Source: an optimization exercise on an open RTL-to-GDS flow (aim: small area, a short achievable clock period and few clock cycles). Production flows keep margins and buffers that such runs may drop. Function was checked by simulation only, so behaviour that the tests miss may differ from the original. No activity file was given, so power comes from the tool's default toggle rates.

==> flow/design.v <==
`timescale  1ns/1ps
module mac_manual #(
    parameter DATA_WIDTH = 16
)(
    input clk, ce, rst,
    input [DATA_WIDTH-1:0] a, b, 
    input [DATA_WIDTH-1:0] tmp,
    output reg [DATA_WIDTH-1:0] data_out
); 
    always @(posedge clk) begin
        if(rst) begin
            data_out <= 0;
        end
        else begin
            data_out <= (a * b) + tmp;
        end
    end
endmodule
`timescale 1ns/1ps
module shift_register #(
    parameter DATA_WIDTH = 16,
    parameter size = 3
)(
    input clk, ce, rst,
    input [DATA_WIDTH-1:0] data_in,
    output [DATA_WIDTH-1:0] data_out
);
    reg [DATA_WIDTH-1:0] tmp[size-1:0];
    generate
        genvar l;
        for (l = 0; l < size; l = l + 1) begin
            always @(posedge clk) begin
                if (rst) begin
                    tmp[l] <= 'd0;
                end
                else if (ce) begin
                    if (l == 'd0) begin
                        tmp[l] <= data_in;  
                    end
                    else begin
                        tmp[l] <= tmp[l-1];
                    end
                end
            end
        end
    assign data_out = tmp[size-1];
    endgenerate
endmodule
`timescale 1ns/1ps
module convolver #(
    parameter DATA_WIDTH = 8,
    parameter INPUT_SIZE = 28,
    parameter KERNEL_SIZE = 3,
    parameter STRIDE = 1
) (
    input clk, ce, global_rst, 
    input [DATA_WIDTH-1:0] myInput,
    input [(KERNEL_SIZE*KERNEL_SIZE)*DATA_WIDTH-1:0] weight,
    input [DATA_WIDTH-1:0] bias,
    output [DATA_WIDTH-1:0] conv_op,
    output reg valid_conv, end_conv
);
    wire [DATA_WIDTH-1:0] weight_tmp [KERNEL_SIZE*KERNEL_SIZE-1:0];
    wire [DATA_WIDTH-1:0] tmp [KERNEL_SIZE*KERNEL_SIZE+1:0];
    generate 
        genvar j;
        for (j = 0; j < KERNEL_SIZE*KERNEL_SIZE; j = j + 1) begin
            assign weight_tmp[j][DATA_WIDTH-1:0] = weight[j*DATA_WIDTH +: DATA_WIDTH];
        end
    endgenerate
    assign tmp[0] = {DATA_WIDTH{1'b0}};
    generate 
        genvar i;
        for (i = 0; i < KERNEL_SIZE*KERNEL_SIZE; i = i + 1) begin: MAC
            if ((i + 1) % KERNEL_SIZE == 0) begin
                if (i == KERNEL_SIZE*KERNEL_SIZE-1) begin
                    mac_manual #(.DATA_WIDTH(DATA_WIDTH)) mac (
                        .clk(clk),
                        .ce(ce),
                        .rst(global_rst),
                        .a(myInput),
                        .b(weight_tmp[i]),
                        .tmp(tmp[i]),
                        .data_out(tmp[i+1])
                    );
                assign conv_op = tmp[i+1] + bias;
                end else begin
                    wire [DATA_WIDTH-1:0] tmp2;
                    mac_manual #(.DATA_WIDTH(DATA_WIDTH)) mac (
                        .clk(clk),
                        .ce(ce),
                        .rst(global_rst),
                        .a(myInput),
                        .b(weight_tmp[i]),
                        .tmp(tmp[i]),
                        .data_out(tmp2)
                    );
                    shift_register #(.DATA_WIDTH(DATA_WIDTH), .size(INPUT_SIZE-KERNEL_SIZE)) sr (
                        .clk(clk),
                        .ce(ce),
                        .rst(global_rst),
                        .data_in(tmp2),
                        .data_out(tmp[i+1])
                    );
                end
            end else begin
                mac_manual #(.DATA_WIDTH(DATA_WIDTH)) mac (
                    .clk(clk),
                    .ce(ce),
                    .rst(global_rst),
                    .a(myInput),
                    .b(weight_tmp[i]),
                    .tmp(tmp[i]),
                    .data_out(tmp[i+1])
                );
            end
        end
    endgenerate
    reg [$clog2(INPUT_SIZE):0] row_counter;
    reg [$clog2(INPUT_SIZE):0] col_counter;
    reg [$clog2(INPUT_SIZE*INPUT_SIZE):0] cycle_counter;
    always @(posedge clk) begin
        if (global_rst) begin
            row_counter <= 0;
            col_counter <= 0;
            cycle_counter <= 0;
        end else if (ce) begin
            if (col_counter + STRIDE >= INPUT_SIZE) begin
                col_counter <= 0;
                if (row_counter + STRIDE >= INPUT_SIZE) begin
                    row_counter <= 0;
                end else begin
                    row_counter <= row_counter + STRIDE;
                end
            end else begin
                col_counter <= col_counter + STRIDE;
            end
            cycle_counter <= cycle_counter + 1;
        end
    end
    always @(posedge clk) begin
        if (global_rst) begin
            valid_conv <= 0;
        end else if (ce) begin
            if ((row_counter >= KERNEL_SIZE-1 && row_counter < INPUT_SIZE && 
                 (row_counter - (KERNEL_SIZE-1)) % STRIDE == 0) &&
                (col_counter >= KERNEL_SIZE-1 && col_counter < INPUT_SIZE && 
                 (col_counter - (KERNEL_SIZE-1)) % STRIDE == 0)) begin
                valid_conv <= 1;
            end else begin
                valid_conv <= 0;
            end
        end
    end
    always @(posedge clk) begin
        if (global_rst) begin
            end_conv <= 0;
        end else if (ce && cycle_counter >= INPUT_SIZE*INPUT_SIZE) begin
            end_conv <= 1;
        end else begin
            end_conv <= 0;
        end
    end
endmodule
`timescale 1ns/1ps
module relu_activation #(
    parameter DATA_WIDTH = 16
)(
    input [DATA_WIDTH-1:0] data_in,
    output [DATA_WIDTH-1:0] data_out
);
    assign data_out = (data_in[DATA_WIDTH-1] == 1) ? 0 : data_in;
endmodule
`timescale 1ns / 1ps
module comparator2 #(
    parameter DATA_WIDTH = 16,
    parameter POOL_TYPE = 1
    )(
    input ce,
    input [DATA_WIDTH-1:0] in1,
    input [DATA_WIDTH-1:0] in2,
    output [DATA_WIDTH-1:0] comp_op
    ); 
    reg [DATA_WIDTH-1:0] temp;
    assign comp_op = ce ? temp : 'd0;
    always@(*)
    begin
        if(POOL_TYPE == 0)
        begin
            temp = in1 + in2;        
        end
        else begin
            temp = (in1 > in2) ? in1 : in2;
        end
    end
endmodule
`timescale 1ns / 1ps
module max_reg #(parameter DATA_WIDTH = 16) (
    input clk,
    input ce,
    input [DATA_WIDTH-1:0] data_in,
    input rst_m,
    input master_rst,
    output reg [DATA_WIDTH-1:0] reg_op
    );
    always@(posedge clk) 
    begin
    	if(master_rst)
    		reg_op <= 0;
    	else 
        begin
            if(ce) 
            begin
		   	  if(rst_m) begin
		    	 reg_op <=0;
		      end
		      else begin
		    	 reg_op <= data_in;
			 end
		    end
		end
	end
endmodule
`timescale 1ns / 1ps
module input_mux #(
    parameter DATA_WIDTH = 8
)(
    input [DATA_WIDTH-1:0] in1,
    input [DATA_WIDTH-1:0] in2,
    input [1:0] sel,
    output [DATA_WIDTH-1:0] op
    );
    assign op = (sel == 2'b01) ? in1 : ((sel == 2'b00) ? in2: 0);
endmodule
`timescale 1ns / 1ps
module control_logic2 #(
    parameter INPUT_SIZE = 9'h004,    
    parameter POOL_SIZE = 9'h002     
)(
    input clk,             
    input master_rst,       
    input ce,            
    output reg [1:0] sel, 
    output reg rst_m,     
    output reg op_en,      
    output reg load_sr,    
    output reg global_rst,  
    output reg end_op       
);
    integer row_count;
    integer col_count;
    integer count;
    integer nbgh_row_count;
    always @(posedge clk) begin
        if (master_rst) begin
            sel <= 2'b00;
            load_sr <= 0;
            rst_m <= 0;
            op_en <= 0;
            global_rst <= 1;
            end_op <= 0;
        end else begin
            if (((col_count + 1) % POOL_SIZE != 0) && (row_count == POOL_SIZE - 1) && 
                (col_count == POOL_SIZE * count + (POOL_SIZE - 2)) && ce) begin
                op_en <= 1;
            end else begin
                op_en <= 0;
            end
            if (ce) begin
                if ((nbgh_row_count == INPUT_SIZE / POOL_SIZE) && (count == INPUT_SIZE / POOL_SIZE - 1) &&
                    ((col_count + 1) % POOL_SIZE != 0) && (row_count == POOL_SIZE - 1) &&
                    (col_count == POOL_SIZE * count + (POOL_SIZE - 2))) begin
                    end_op <= 1;
                end
                if (((col_count + 1) % POOL_SIZE != 0) && (col_count == INPUT_SIZE - 2) && 
                    (row_count == POOL_SIZE - 1)) begin
                    global_rst <= 1;
                end else begin
                    global_rst <= 0;
                end
                if ((((col_count + 1) % POOL_SIZE == 0) && (count != INPUT_SIZE / POOL_SIZE - 1) && 
                    (row_count != POOL_SIZE - 1)) || ((col_count == INPUT_SIZE - 1) && 
                    (row_count == POOL_SIZE - 1))) begin
                    rst_m <= 1;
                end else begin
                    rst_m <= 0;
                end
                if (((col_count + 1) % POOL_SIZE != 0) && (col_count == INPUT_SIZE - 2) && 
                    (row_count == POOL_SIZE - 1)) begin
                    sel <= 2'b10;
                end else if ((((col_count) % POOL_SIZE == 0) && (count == INPUT_SIZE / POOL_SIZE - 1) && 
                            (row_count != POOL_SIZE - 1)) || 
                           (((col_count) % POOL_SIZE == 0) && (count != INPUT_SIZE / POOL_SIZE - 1) && 
                            (row_count == POOL_SIZE - 1))) begin
                    sel <= 2'b01;
                end else begin
                    sel <= 2'b00;
                end
                if ((((col_count + 1) % POOL_SIZE == 0) && (count == INPUT_SIZE / POOL_SIZE - 1)) || 
                    (((col_count + 1) % POOL_SIZE == 0) && (count != INPUT_SIZE / POOL_SIZE - 1))) begin
                    load_sr <= 1;
                end else begin
                    load_sr <= 0;
                end
            end
        end
    end
    always @(posedge clk) begin
        if (master_rst) begin
            row_count <= 0;
            col_count <= 32'hffffffff;
            count <= 32'hffffffff;
            nbgh_row_count <= 0;
        end else if (ce) begin
            if (global_rst) begin
                row_count <= 0;
                col_count <= 0;
                count <= 0;
                nbgh_row_count <= nbgh_row_count + 1;
            end else begin
                if (((col_count + 1) % POOL_SIZE == 0) && (count == INPUT_SIZE / POOL_SIZE - 1) && 
                    (row_count != POOL_SIZE - 1)) begin
                    col_count <= 0;
                    row_count <= row_count + 1;
                    count <= 0;
                end else begin
                    col_count <= col_count + 1;
                    if (((col_count + 1) % POOL_SIZE == 0) && (count != INPUT_SIZE / POOL_SIZE - 1)) begin
                        count <= count + 1;
                    end
                end
            end
        end
    end
endmodule
`timescale 1ns / 1ps
module pooler #(
    parameter INPUT_SIZE = 9'h004,               
    parameter POOL_SIZE = 9'h002,                
    parameter DATA_WIDTH = 16,                   
    parameter POOL_TYPE = 1                      
)(
    input clk,                                   
    input ce,                                    
    input master_rst,                            
    input [DATA_WIDTH-1:0] data_in,             
    output [DATA_WIDTH-1:0] data_out,           
    output valid_op,                             
    output end_op                                
);
    wire rst_m;                               
    wire load_sr;                              
    wire global_rst;                            
    wire [1:0] sel;                            
    wire [DATA_WIDTH-1:0] comp_op;              
    wire [DATA_WIDTH-1:0] sr_op;                
    wire [DATA_WIDTH-1:0] max_reg_op;            
    wire [DATA_WIDTH-1:0] div_op;               
    wire [DATA_WIDTH-1:0] mux_out;             
    control_logic2 #(.INPUT_SIZE(INPUT_SIZE), .POOL_SIZE(POOL_SIZE)) control_logic_inst (
        .clk(clk),
        .master_rst(master_rst),
        .ce(ce),
        .sel(sel),
        .rst_m(rst_m),
        .op_en(valid_op),
        .load_sr(load_sr),
        .global_rst(global_rst),
        .end_op(end_op)
    );
    comparator2 #(
        .DATA_WIDTH(DATA_WIDTH),
        .POOL_TYPE(POOL_TYPE)
    ) comparator_inst (
        .ce(ce),
        .in1(data_in),
        .in2(mux_out),
        .comp_op(comp_op)
    );
    max_reg #(
        .DATA_WIDTH(DATA_WIDTH)
    ) max_reg_inst (
        .clk(clk),
        .ce(ce),
        .data_in(comp_op),
        .rst_m(rst_m),
        .master_rst(master_rst),
        .reg_op(max_reg_op)
    );
    shift_register #(
        .DATA_WIDTH(DATA_WIDTH),
        .size(INPUT_SIZE / POOL_SIZE)
    ) shift_register_inst (
        .clk(clk),
        .ce(load_sr),
        .rst(global_rst && master_rst),
        .data_in(comp_op),
        .data_out(sr_op)
    );
    input_mux #(
        .DATA_WIDTH(DATA_WIDTH)
    ) mux_inst (
        .in1(sr_op),           
        .in2(max_reg_op),     
        .sel(sel),             
        .op(mux_out)      
    );
    assign div_op = max_reg_op / (POOL_SIZE * POOL_SIZE);
    assign data_out = POOL_TYPE ? max_reg_op : div_op;
endmodule
`timescale 1ns/1ps
module layer #(
    parameter DATA_WIDTH = 8,                  
    parameter INPUT_SIZE = 28,                  
    parameter KERNEL_SIZE = 3,                
    parameter POOL_SIZE = 2,                    
    parameter STRIDE = 1,                          
    parameter ACTIVATION_TYPE = 1'b1,        
    parameter POOL_TYPE = 1'b1                     
)(
    input clk, global_rst, ce,
    input [DATA_WIDTH-1:0] myInput,
    input [KERNEL_SIZE*KERNEL_SIZE*DATA_WIDTH-1:0] weight,
    input [DATA_WIDTH-1:0] bias,
    output [DATA_WIDTH-1:0] data_out,
    output valid_op, 
    output end_op
);
    wire[DATA_WIDTH-1:0] conv_op;
    wire [DATA_WIDTH-1:0] act_op;
    wire valid_conv, end_conv;
    wire valid_pooling;
    assign valid_pooling = valid_conv && (!end_conv);
    convolver #(
        .DATA_WIDTH(DATA_WIDTH), 
        .INPUT_SIZE(INPUT_SIZE), 
        .KERNEL_SIZE(KERNEL_SIZE), 
        .STRIDE(STRIDE)
    ) conv(
        .clk(clk),
        .ce(ce),
        .global_rst(global_rst),
        .myInput(myInput),
        .weight(weight),
        .bias(bias),
        .conv_op(conv_op),
        .valid_conv(valid_conv),
        .end_conv(end_conv)
    );
    relu_activation #(.DATA_WIDTH(DATA_WIDTH)) relu_act(
        .data_in(conv_op),
        .data_out(act_op)
    );
    pooler #(
        .INPUT_SIZE(INPUT_SIZE-KERNEL_SIZE+1),
        .POOL_SIZE(POOL_SIZE), 
        .DATA_WIDTH(DATA_WIDTH), 
        .POOL_TYPE(POOL_TYPE)
    ) max_pooling(
        .clk(clk),
        .ce(valid_pooling),
        .master_rst(global_rst),
        .data_in(act_op),
        .data_out(data_out),
        .valid_op(valid_op),
        .end_op(end_op)
    );
endmodule
==> flow/run.sh <==
#!/bin/bash
# synth_recipe.tcl (not shown) runs the flow's synth.tcl, then flattens the netlist and writes it again
# the make line also repeats each setting of config.mk as NAME=value (left out here)
make -C /OpenROAD-flow-scripts/flow DESIGN_CONFIG=/design/flow/config.mk WORK_HOME=/design/flow/orfs CLKGATE_MAP_FILE= SYNTH_SCRIPT=/design/flow/synth_recipe.tcl finish
==> flow/config.mk <==
export PLATFORM = sky130hd
export DESIGN_NAME = layer
export DESIGN_NICKNAME = layer
export VERILOG_FILES = /design/flow/design.v
export SDC_FILE = /design/flow/constraint.sdc
export NUM_CORES = 4
export LEC_CHECK = 0
export CAP_MARGIN = 20
export CORE_MARGIN = 2
export CORE_UTILIZATION = 40
export SLEW_MARGIN = 20
==> flow/constraint.sdc <==
create_clock -name core_clock -period 5.0 [get_ports {clk}]
set_input_delay 1.0000 -clock core_clock [delete_from_list [all_inputs] [get_ports {clk}]]
set_output_delay 1.0000 -clock core_clock [all_outputs]
set_load 0.01 [all_outputs]
==> metrics.yaml <==
nNetsFinal: 4555
numCtsBuffers: 80
cts-htree-levels: 3
io_pins: 101
max_clock_freq_ghz: 0.228
detailedPlacementHpwl_um: 50500
power.density_cell_area_nw_per_um2: 386
post-place-cells: 5309
gr-max-usage-layer: "met2"
cap_viol_max_count: 0
multi_input_comb_area_um2: 21200
pre_antenna_drt_iters: 7
cts-resized-gates: 0
vias_per_cell: 4.84
synth_async_sr_flop_share_pct: 0
fin_clk_skew_ns: 0.0246
grt_start_max_net_pins: 213
vias: 26400
syn-instance-count: 4085
grt_setup_unrepaired: "no"
worstPathMaxFanout: 16
drt-wirelength-per-cell_um: 13.7
die_width_um: 313
layout_cells_sized_above_1_pct: 5.97
tightestPinTransition_ns: 1.08
synth_enable_flop_cells: 0
period_share_pct: 87.7
global_route_met1_usage_pct: 22.0
synth-seq-area-share_pct: 39.0
dpl_worst_slack_ns: -0.0179
tritoncts: "yes"
leakage_nw: 18.6
clk_transition_reported_paths_ns: 0.06
mappedNetlistNets: 4513
period_minus_slack_ns: 4.38
critPathKind: "in2reg"
outcome: "no timing/DRC/antenna violations"
max_slew_margin_pct: 27.9
clk_latency_ns: 0.64
mostFrequentLayoutCell: "sky130_fd_sc_hd__dfxtp_1"
avgSynthCellArea_um2: 9.34
crit_path_start_kind: "input port"
synthesized_flop_and_latch_total: 744
cts-hold-fix-buffers: 0
worst_ep_arrival_ns: 4.86
die_h_um: 313
floorplan.core_area_um2: 94700
met2_use_gr_pct: 24.3
fillers: 9253
io_buffer_count: 100
fp_rows: 113
cts_root_buf: "sky130_fd_sc_hd__clkbuf_16"
grt_util_all_layers_pct: 15.4
highest_count_cells_in_the_layout_ignoring_fill_and_taps: "sky130_fd_sc_hd__dfxtp_1 (743), sky130_fd_sc_hd__nor2_1 (632), sky130_fd_sc_hd__mux2i_1 (508)"
fin_cells: 5452
remaining_drc_errors: 0
finalWirelength_um: 74700
worst_setup_end_kind: "flip-flop"
required_ns: 5.48
seq_area_um2: 14900
grt_pass1_vias: 25600
maxSlewViolCount: 0
finalWorstSetupSlack_ns: 0.617
drt-initial-drc-count: 1659
gr-usage-met3_pct: 2.51
cts_post_setup_buffers_inserted: 0
areaGrowthSynthToFinish_pct: 14.0
hold_violations: 0
grt_first_pass_wirelength_um: 128000
cts.sink_count: 744
dominantRegCellSynth: "sky130_fd_sc_hd__dfxtp_1"
synth.cell_area_um2: 38200
grt_antenna_before_repair: 2
overall_die_area_um2: 97900
finalSetupViolations: 0
clockBufferDepth: 3
synthDistinctLibCells: 75
initial_utilization_pct: 40.3
min-delay-path-class: "reg2reg"
gpl.final_weighted_congestion: 0.835
ys.warnings.count: 9
final_antenna_net_count: 0
max_ir_drop_vdd_mv: 0.240
globalRouteOverflowTotal: 0
## flip-flops by register name (all words and copies together) (netlist names), 2 cells and up
register                                       flops
conv.MAC.genblk1.genblk1.sr.tmp                  400
max_pooling.shift_register_inst.tmp              104
conv.MAC.genblk1.mac.data_out                     48
max_pooling.control_logic_inst.col_count          32
max_pooling.control_logic_inst.count              32
max_pooling.control_logic_inst.nbgh_row_count     32
max_pooling.control_logic_inst.row_count          32
conv.MAC.genblk1.genblk1.mac.data_out             24
conv.cycle_counter                                11
max_pooling.max_reg_inst.reg_op                    8
conv.col_counter                                   6
conv.row_counter                                   6
max_pooling.control_logic_inst.sel                 2
## where the power goes
part	switching, mW	total [mW]	internal (mW)
combinational	2.27	4.40	2.14
clock	2.47	6.14	3.67
sequential	0.0959	6.24	6.14
total	4.83	16.8	12.0
## synthesized netlist by cell type, types with 12 or more instances
| master | instances | area [µm²] |
|---|---|---|
| sky130_fd_sc_hd__a21o_1 | 23 | 173 |
| sky130_fd_sc_hd__a21oi_1 | 67 | 335 |
| sky130_fd_sc_hd__a32oi_1 | 13 | 114 |
| sky130_fd_sc_hd__and2_1 | 137 | 857 |
| sky130_fd_sc_hd__and3_1 | 30 | 188 |
| sky130_fd_sc_hd__buf_1 | 44 | 165 |
| sky130_fd_sc_hd__buf_2 | 19 | 95.1 |
| sky130_fd_sc_hd__clkbuf_1 | 160 | 601 |
| sky130_fd_sc_hd__dfxtp_1 | 744 | 14900 |
| sky130_fd_sc_hd__fa_1 | 157 | 3140 |
| sky130_fd_sc_hd__ha_1 | 180 | 2250 |
| sky130_fd_sc_hd__inv_1 | 333 | 1250 |
| sky130_fd_sc_hd__mux2i_1 | 508 | 5080 |
| sky130_fd_sc_hd__nand2_1 | 265 | 995 |
| sky130_fd_sc_hd__nand3_1 | 46 | 230 |
| sky130_fd_sc_hd__nand4_1 | 44 | 275 |
| sky130_fd_sc_hd__nor2_1 | 634 | 2380 |
| sky130_fd_sc_hd__nor2b_1 | 46 | 288 |
| sky130_fd_sc_hd__nor3_1 | 29 | 145 |
| sky130_fd_sc_hd__nor4_1 | 32 | 200 |
| sky130_fd_sc_hd__o211ai_1 | 15 | 113 |
| sky130_fd_sc_hd__o21ai_0 | 84 | 420 |
| sky130_fd_sc_hd__o21ai_1 | 12 | 60.1 |
| sky130_fd_sc_hd__or3_1 | 28 | 175 |
| sky130_fd_sc_hd__xnor2_1 | 195 | 1710 |
| sky130_fd_sc_hd__xor2_1 | 90 | 788 |
## per-stage QoR
| stage | area, µm² | power, mW | utilization (%) | TNS (ns) | hold WS (ns) |
|---|---|---|---|---|---|
| final | 43500 | 16.8 | 45.9 | 0 | 0.463 |
| after global placement | 40700 | 10.7 | 43.0 | 0 | 0.445 |
| after floorplan | 38200 | 9.63 | - | 0 | 0.440 |
| after detailed placement | 40700 | 10.8 | 43.0 | -0.0334 | 0.456 |
| after global routing | 43500 | 17.9 | 45.9 | 0 | 0.480 |
| after CTS | 43500 | 17.0 | 45.9 | 0 | 0.471 |
## cell type report
type / count / area share, %
clock buffers: 113 / 5.33
clock inverters: 28 / 1.05
flip-flops and latches: 744 / 34.2
well taps: 1265 / 3.64
multi-input cells: 2782 / 48.6
inverters: 334 / 2.88
repair buffers: 185 / 4.23
diodes: 1 / 0.00575
## path summary, 6_finish.rpt
check	cells past startpoint	slack, ns	to	start
worst max-delay path	17	0.62	conv.MAC[6].genblk1.mac.data_out[7]$_SDFF_PP0_	myInput[4]
worst min-delay path	2	0.46	conv.MAC[2].genblk1.genblk1.sr.tmp[0][2]$_SDFFE_PP0P_	conv.MAC[2].genblk1.genblk1.mac.data_out[2]$_SDFF_PP0_
worst max register to register	14	1.28	max_pooling.max_reg_inst.reg_op[4]$_SDFFE_PP0P_	conv.MAC[8].genblk1.genblk1.mac.data_out[0]$_SDFF_PP0_
worst min register to register	2	0.46	conv.MAC[2].genblk1.genblk1.sr.tmp[0][2]$_SDFFE_PP0P_	conv.MAC[2].genblk1.genblk1.mac.data_out[2]$_SDFF_PP0_
## critical path, cell delays in order
cell                              delay, ns
sky130_fd_sc_hd__clkdlybuf4s50_1       0.50
sky130_fd_sc_hd__buf_12                0.17
sky130_fd_sc_hd__buf_4                 0.17
sky130_fd_sc_hd__nand2_1               0.08
sky130_fd_sc_hd__fa_1                  0.51
sky130_fd_sc_hd__inv_1                 0.05
sky130_fd_sc_hd__fa_1                  0.45
sky130_fd_sc_hd__ha_1                  0.29
sky130_fd_sc_hd__inv_1                 0.05
sky130_fd_sc_hd__fa_1                  0.54
sky130_fd_sc_hd__inv_1                 0.05
sky130_fd_sc_hd__ha_1                  0.30
sky130_fd_sc_hd__a21o_1                0.18
sky130_fd_sc_hd__a21oi_1               0.16
sky130_fd_sc_hd__xnor2_1               0.15
sky130_fd_sc_hd__xnor2_1               0.14
sky130_fd_sc_hd__nor2_1                0.05
## routing by layer
metal  routed length, µm  vias to the layer above  share of wire [%]
met5                   0                        -                  0
met1               37600                    12400                 50
met2               32700                      377                 44
met4                1530                        0                2.0
met3                2840                      105                3.8
li1                    -                    13500                  -
## logic make-up after synthesis
family                   count (synthesis)  share of synthesized area (%)
XOR/XNOR                               285                           6.54
buffers and inverters                  559                           5.58
adder cells (fa/ha/maj)                337                           14.1
multiplexers                           510                           13.4
flip-flops                             744                           39.0
AND/OR/NAND/NOR                       1359                           16.5
AO/OA/AOI/OAI                          291                           4.85
Testbench counts, summed over its fixed seeds: cycles 37,680.

==> separate check: timing with driven ports <==
The results above use ideal ports. As a check the final layout listed here was re-extracted and re-timed, cells and wires unchanged. Step 1 sets driving cells, clkbuf_16 on the clock port and buf_2 on the other inputs (assumed; they add their load-dependent delay and slew). Step 2 times the ports against the registers' clock, not the clock port: input delays grow and output delays shrink by t, the midpoint of the rising clock arrivals with the driver on. a / b / c = ideal ports / drivers / drivers and shift; a / b = the first two.
t (ns): 0.693
setup WS [ns]: 0.617 / 0.664 / -0.029
hold slack, ns: 0.463 / 0.463 / 0.463
latest minus earliest clock arrival (ns): 0.026 / 0.026
worst data-port slew with drivers (ns): 0.09
Met with ideal ports but missed after step 2: setup timing in this run. The setup slack of this run moves by +0.047 ns with the drivers and by -0.646 ns with both steps.
